Background: an optimization exercise with open tools, aiming at small area and a short achievable clock period. Do not read the settings as production practice.
At most, simulation tests tie the RTL to the original design; equivalence was not proved.
Power is estimated from default activity; no workload was simulated.

## willow
// router_extended
module router_extended (
  input  wire        clk,
  input  wire        rst,
  input  wire        start,
  input  wire [2:0]  cond_sel,
  input  wire [3:0]  opcode,
  input  wire [15:0] op_a,
  input  wire [15:0] op_b,
  output reg         busy,
  output reg         done,
  output reg  [31:0] result
);
Size in the first run: about 840 cells after synthesis, ~0.0072 sq mm of cells after synthesis.
==> flow/config.mk <==
export PLATFORM = sky130hd
export DESIGN_NAME = router_extended
export DESIGN_NICKNAME = router_extended
export VERILOG_FILES = /design/flow/design.v
export SDC_FILE = /design/flow/constraint.sdc
export NUM_CORES = 4
export LEC_CHECK = 0
export ABC_CLOCK_PERIOD_IN_PS = 1000
export CAP_MARGIN = 20
export CORE_MARGIN = 2
export CORE_UTILIZATION = 40
export CTS_BUF_LIST = sky130_fd_sc_hd__clkbuf_4 sky130_fd_sc_hd__clkbuf_8
export SLEW_MARGIN = 20
==> flow/constraint.sdc <==
create_clock -name core_clock -period 10.0 [get_ports {clk}]
set_input_delay 2.0000 -clock core_clock [delete_from_list [all_inputs] [get_ports {clk}]]
set_output_delay 2.0000 -clock core_clock [all_outputs]
set_load 0.01 [all_outputs]
standard.sh (not shown) runs the stock make flow with config.mk's settings and CLKGATE_MAP_FILE= SYNTH_SCRIPT=/design/flow/synth_recipe.tcl, a recipe that flattens the netlist after the stock synthesis.
==> flow/flow/run.sh <==
#!/bin/bash
# The standard layout, with buf_4 cells as the port buffers and timing
# repair aimed past the 10 ns constraint.
set -euo pipefail
bash standard.sh SETUP_SLACK_MARGIN=6 "BUFFER_PORTS_ARGS=-buffer_cell sky130_fd_sc_hd__buf_4" finish > standard.log 2>&1
Edits applied to the flow inputs when going from willow to sierra:
==> flow/flow/run.sh <==
#!/bin/bash
# The standard layout, with buf_2 cells as the port buffers and timing
# repair aimed past the 10 ns constraint.
set -euo pipefail
bash standard.sh SETUP_SLACK_MARGIN=6 "BUFFER_PORTS_ARGS=-buffer_cell sky130_fd_sc_hd__buf_2" finish > standard.log 2>&1
[summary]
sierra improves on willow in wire length of the first global-routing pass. sierra: final cell count higher than willow. Compared willow against sierra; worst hold slack within noise. sierra finished every stage and its layout cleared the timing, DRC and antenna checks. [compare] base=willow new=sierra: core utilization went down 0.68 points, sequential share of layout area grew by 0.46 points, setup slack saw an increase.

---

the previous run:
Another version of the RTL of router_extended (not shown whole).
Size in the first run: about 800 cells after synthesis, about 110 flip-flops, about 6900 um2 of cells after synthesis.
export LEC_CHECK = 0
export ABC_CLOCK_PERIOD_IN_PS = 1000
export CAP_MARGIN = 20
export CORE_MARGIN = 2
export CORE_UTILIZATION = 40
export CTS_BUF_LIST = sky130_fd_sc_hd__clkbuf_4 sky130_fd_sc_hd__clkbuf_8
export SLEW_MARGIN = 20
create_clock -name core_clock -period 10.0 [get_ports {clk}]
==> flow/flow/run.sh <==
#!/bin/bash
# The standard layout, with buf_2 cells as the port buffers and timing
# repair aimed past the 10 ns constraint.
set -euo pipefail
bash standard.sh SETUP_SLACK_MARGIN=6.5 "BUFFER_PORTS_ARGS=-buffer_cell sky130_fd_sc_hd__buf_2" finish > standard.log 2>&1
The flow did not stop early for the previous run: all stages ran, and the layout cleared the timing, DRC and antenna checks.
Modified inputs, the current run compared to the previous run
==> flow/flow/run.sh <==
#!/bin/bash
# The standard layout, with buf_2 cells as the port buffers and timing
# repair aimed past the 10 ns constraint.
set -euo pipefail
bash standard.sh SETUP_SLACK_MARGIN=6 "BUFFER_PORTS_ARGS=-buffer_cell sky130_fd_sc_hd__buf_2" finish > standard.log 2>&1
[summary]
The current run has completed all stages; timing, DRC and antenna checks passed.
[compare] base=the previous run new=the current run: cell total after placement neither gained nor lost much; final total power lost 13%; routed wire length lost 8.6%.
Where worst hold slack is concerned, the previous run is better than the current run.

---

## the reference run
router_extended, a different RTL version from the one above (not shown whole).
Size: about 890 cells after synthesis, roughly 88 flip-flops, ~76 I/O pins, about 0.0073 mm^2 of cells after synthesis.
Design router_extended, start of the top module:
module router_extended (
  input  wire        clk,
  input  wire        rst,
  input  wire        start,
  input  wire [2:0]  cond_sel,
  input  wire [3:0]  opcode,
  input  wire [15:0] op_a,
  input  wire [15:0] op_b,
  output reg         busy,
  output reg         done,
  output reg  [31:0] result
);
Settings: LEC_CHECK=0, ABC_CLOCK_PERIOD_IN_PS=3000, CAP_MARGIN=20, CORE_MARGIN=2, CORE_UTILIZATION=40, SETUP_SLACK_MARGIN=5, SLEW_MARGIN=20; clock period 10.0 ns.
run.sh (not shown) runs the stock make flow with config.mk's settings and CLKGATE_MAP_FILE= SYNTH_SCRIPT=/design/flow/synth_recipe.tcl, a recipe that flattens the netlist after the stock synthesis.
Stock flow here: none of the scripts above is used.
The reference run | stages: all done | timing, DRC, antenna: all pass
The following lists how the trial run was set up differently from the reference run:
Settings: ABC_CLOCK_PERIOD_IN_PS no longer set, was 3000; SETUP_SLACK_MARGIN no longer set, was 5.
[summary]
- On final routed wirelength across all metal layers, the reference run loses to the trial run.
- Going from the reference run to the trial run, clock network power share increased by 3.1 points relative to the old numbers; fraction of the core area covered by cells at the end of the flow decreased by 4.0 points relative to the old numbers; overall power of the completed layout decreased by about 16% relative to the old numbers; sequential portion of the cell area increased by 1.4 points relative to the old numbers.
- Upper clock frequency limit in the trial run is 22 MHz below the reference run.
No run of this note included a check of the RTL's function; only the layout flow was run.

---

job 1488:
RTL: one of the versions met above, not the one the previous note started from.
Size in the first run: ~110 flip-flops.
clock: 10.0 ns
lec_check: 0
cap_margin: 20
core_margin: 2
core_utilization: 40
cts_buf_list: sky130_fd_sc_hd__clkbuf_4 sky130_fd_sc_hd__clkbuf_8
place_density: 0.8
slew_margin: 20
standard.sh (not shown) runs the stock make flow with config.mk's settings and CLKGATE_MAP_FILE= SYNTH_SCRIPT=/design/flow/synth_recipe.tcl, a recipe that flattens the netlist after the stock synthesis.
==> flow/flow/run.sh <==
#!/bin/bash
# The standard layout, with buf_2 cells as the port buffers and timing
# repair aimed past the 10 ns constraint.
set -euo pipefail
bash standard.sh SETUP_SLACK_MARGIN=6 "BUFFER_PORTS_ARGS=-buffer_cell sky130_fd_sc_hd__buf_2" finish > standard.log 2>&1
## Diff of input files: job 673 against job 1488
- setting ABC_CLOCK_PERIOD_IN_PS to 400 for the first time
- removing PLACE_DENSITY (formerly 0.8)
==> run summary <==
Final wirelength for job 673 is higher than for job 1488. For job 673, the category of the critical setup timing path was reg -> reg, unlike job 1488, where it was in -> reg. Job 1488 → job 673: reg-to-reg setup timing slack down 0.06 ns; area added between synthesis and finish flat; first-iteration DRC count down about 23%; final period utilization up 0.36 points; number of non-clock buffers in the layout up about 1.3%. Job 1488 → job 673: clock period minus final worst setup slack +0.036 ns, clock power share +0.6 points.
Input changes introduced in job 1032 (baseline for comparison: job 673):
- a deleted ABC_CLOCK_PERIOD_IN_PS that had been 400
- a change of CORE_UTILIZATION from 40 to 60
## What came out
- Job 673 reached the final stage; the timing, DRC and antenna checks on its layout passed.
- Job 1032 did not stop at any stage, and its layout met the timing, DRC and antenna checks.
- | starting density of the core | job 1032 vs job 673 | 20 points higher |
- In the reports for job 1032 and job 673, the smaller post-route worst setup slack belongs to job 673.
- Relative to job 673, the non-clock buffer total of the final layout of job 1032 is lower by 1.3%.
- Sequential power: job 673 vs job 1032, no meaningful difference
- Against job 673, job 1032 comes in 4 higher on final-layout clock buffer total.
- Cmp job 1032 and job 673 / clock period minus worst slack / higher: job 673
- Delta (job 1032 minus job 673): sequential cell fraction of total power increased by 0.4 points relative to the old numbers, total detailed-routing wirelength shows a reduction of 1.8%, share of the clock period used by the worst path after layout roughly the same.
- Utilization after layout | job 1032 above job 673
Changes in job 7699 relative to job 1032:
- swapping 60 for 40 in CORE_UTILIZATION
- putting ABC_CLOCK_PERIOD_IN_PS at 1000 where nothing was set
==> flow/flow/run.sh <==
#!/bin/bash
# The standard layout, with buf_4 cells as the port buffers and timing
# repair aimed past the 10 ns constraint.
set -euo pipefail
bash standard.sh SETUP_SLACK_MARGIN=6 "BUFFER_PORTS_ARGS=-buffer_cell sky130_fd_sc_hd__buf_4" finish > standard.log 2>&1
==> comparison <==
- Summary of job 7699 over job 1032: overall routed net length increased 190 µm; maximum achievable frequency decreased about 0.5%; depth of the most critical reg-to-reg path essentially unchanged; total power decreased about 4%.
- Hold slack: job 7699 better than job 1032

## separate check: timing with driven ports
In the flow no input, the clock included, has a driving cell. The finished layouts below were timed again as built, in two steps. Step 1, drivers: a clkbuf_16 drives clk and a buf_2 each remaining input, both assumed. Step 2 also shifts input and output timing later by t, the mid clock arrival at the registers, as if the neighbouring blocks saw the same clock. a / b / c = ideal / step 1 / step 2; a / b = the first two.
run	shift t [ns]	setup slack, ns	worst hold slack (ns)	latest minus earliest clock arrival (ns)
willow	0.491	6.154 / 6.154 / 5.871	0.440 / 0.440 / 0.440	0.020 / 0.020
sierra	0.473	6.164 / 6.164 / 5.880	0.441 / 0.441 / 0.441	0.012 / 0.012
the previous run	0.481	6.311 / 6.311 / 6.082	0.447 / 0.447 / 0.447	0.015 / 0.014
the current run	0.484	6.158 / 6.158 / 5.771	0.430 / 0.430 / 0.430	0.011 / 0.011
the reference run	0.402	5.078 / 5.078 / 5.078	0.455 / 0.455 / 0.455	0.016 / 0.015
the trial run	0.401	4.476 / 4.476 / 4.476	0.458 / 0.458 / 0.458	0.010 / 0.010
job 1488	0.480	6.194 / 6.210 / 5.729	0.445 / 0.445 / 0.445	0.017 / 0.017
job 673	0.484	6.158 / 6.158 / 5.771	0.430 / 0.430 / 0.430	0.011 / 0.011
job 1032	0.459	6.167 / 6.167 / 5.731	0.439 / 0.439 / 0.439	0.014 / 0.013
job 7699	0.466	6.147 / 6.147 / 5.714	0.443 / 0.443 / 0.443	0.017 / 0.017
After both steps setup and hold are still met in every run listed. For job 1488, which loses most, drivers alone change the setup slack by +0.016 ns; drivers and shift together by -0.465 ns.
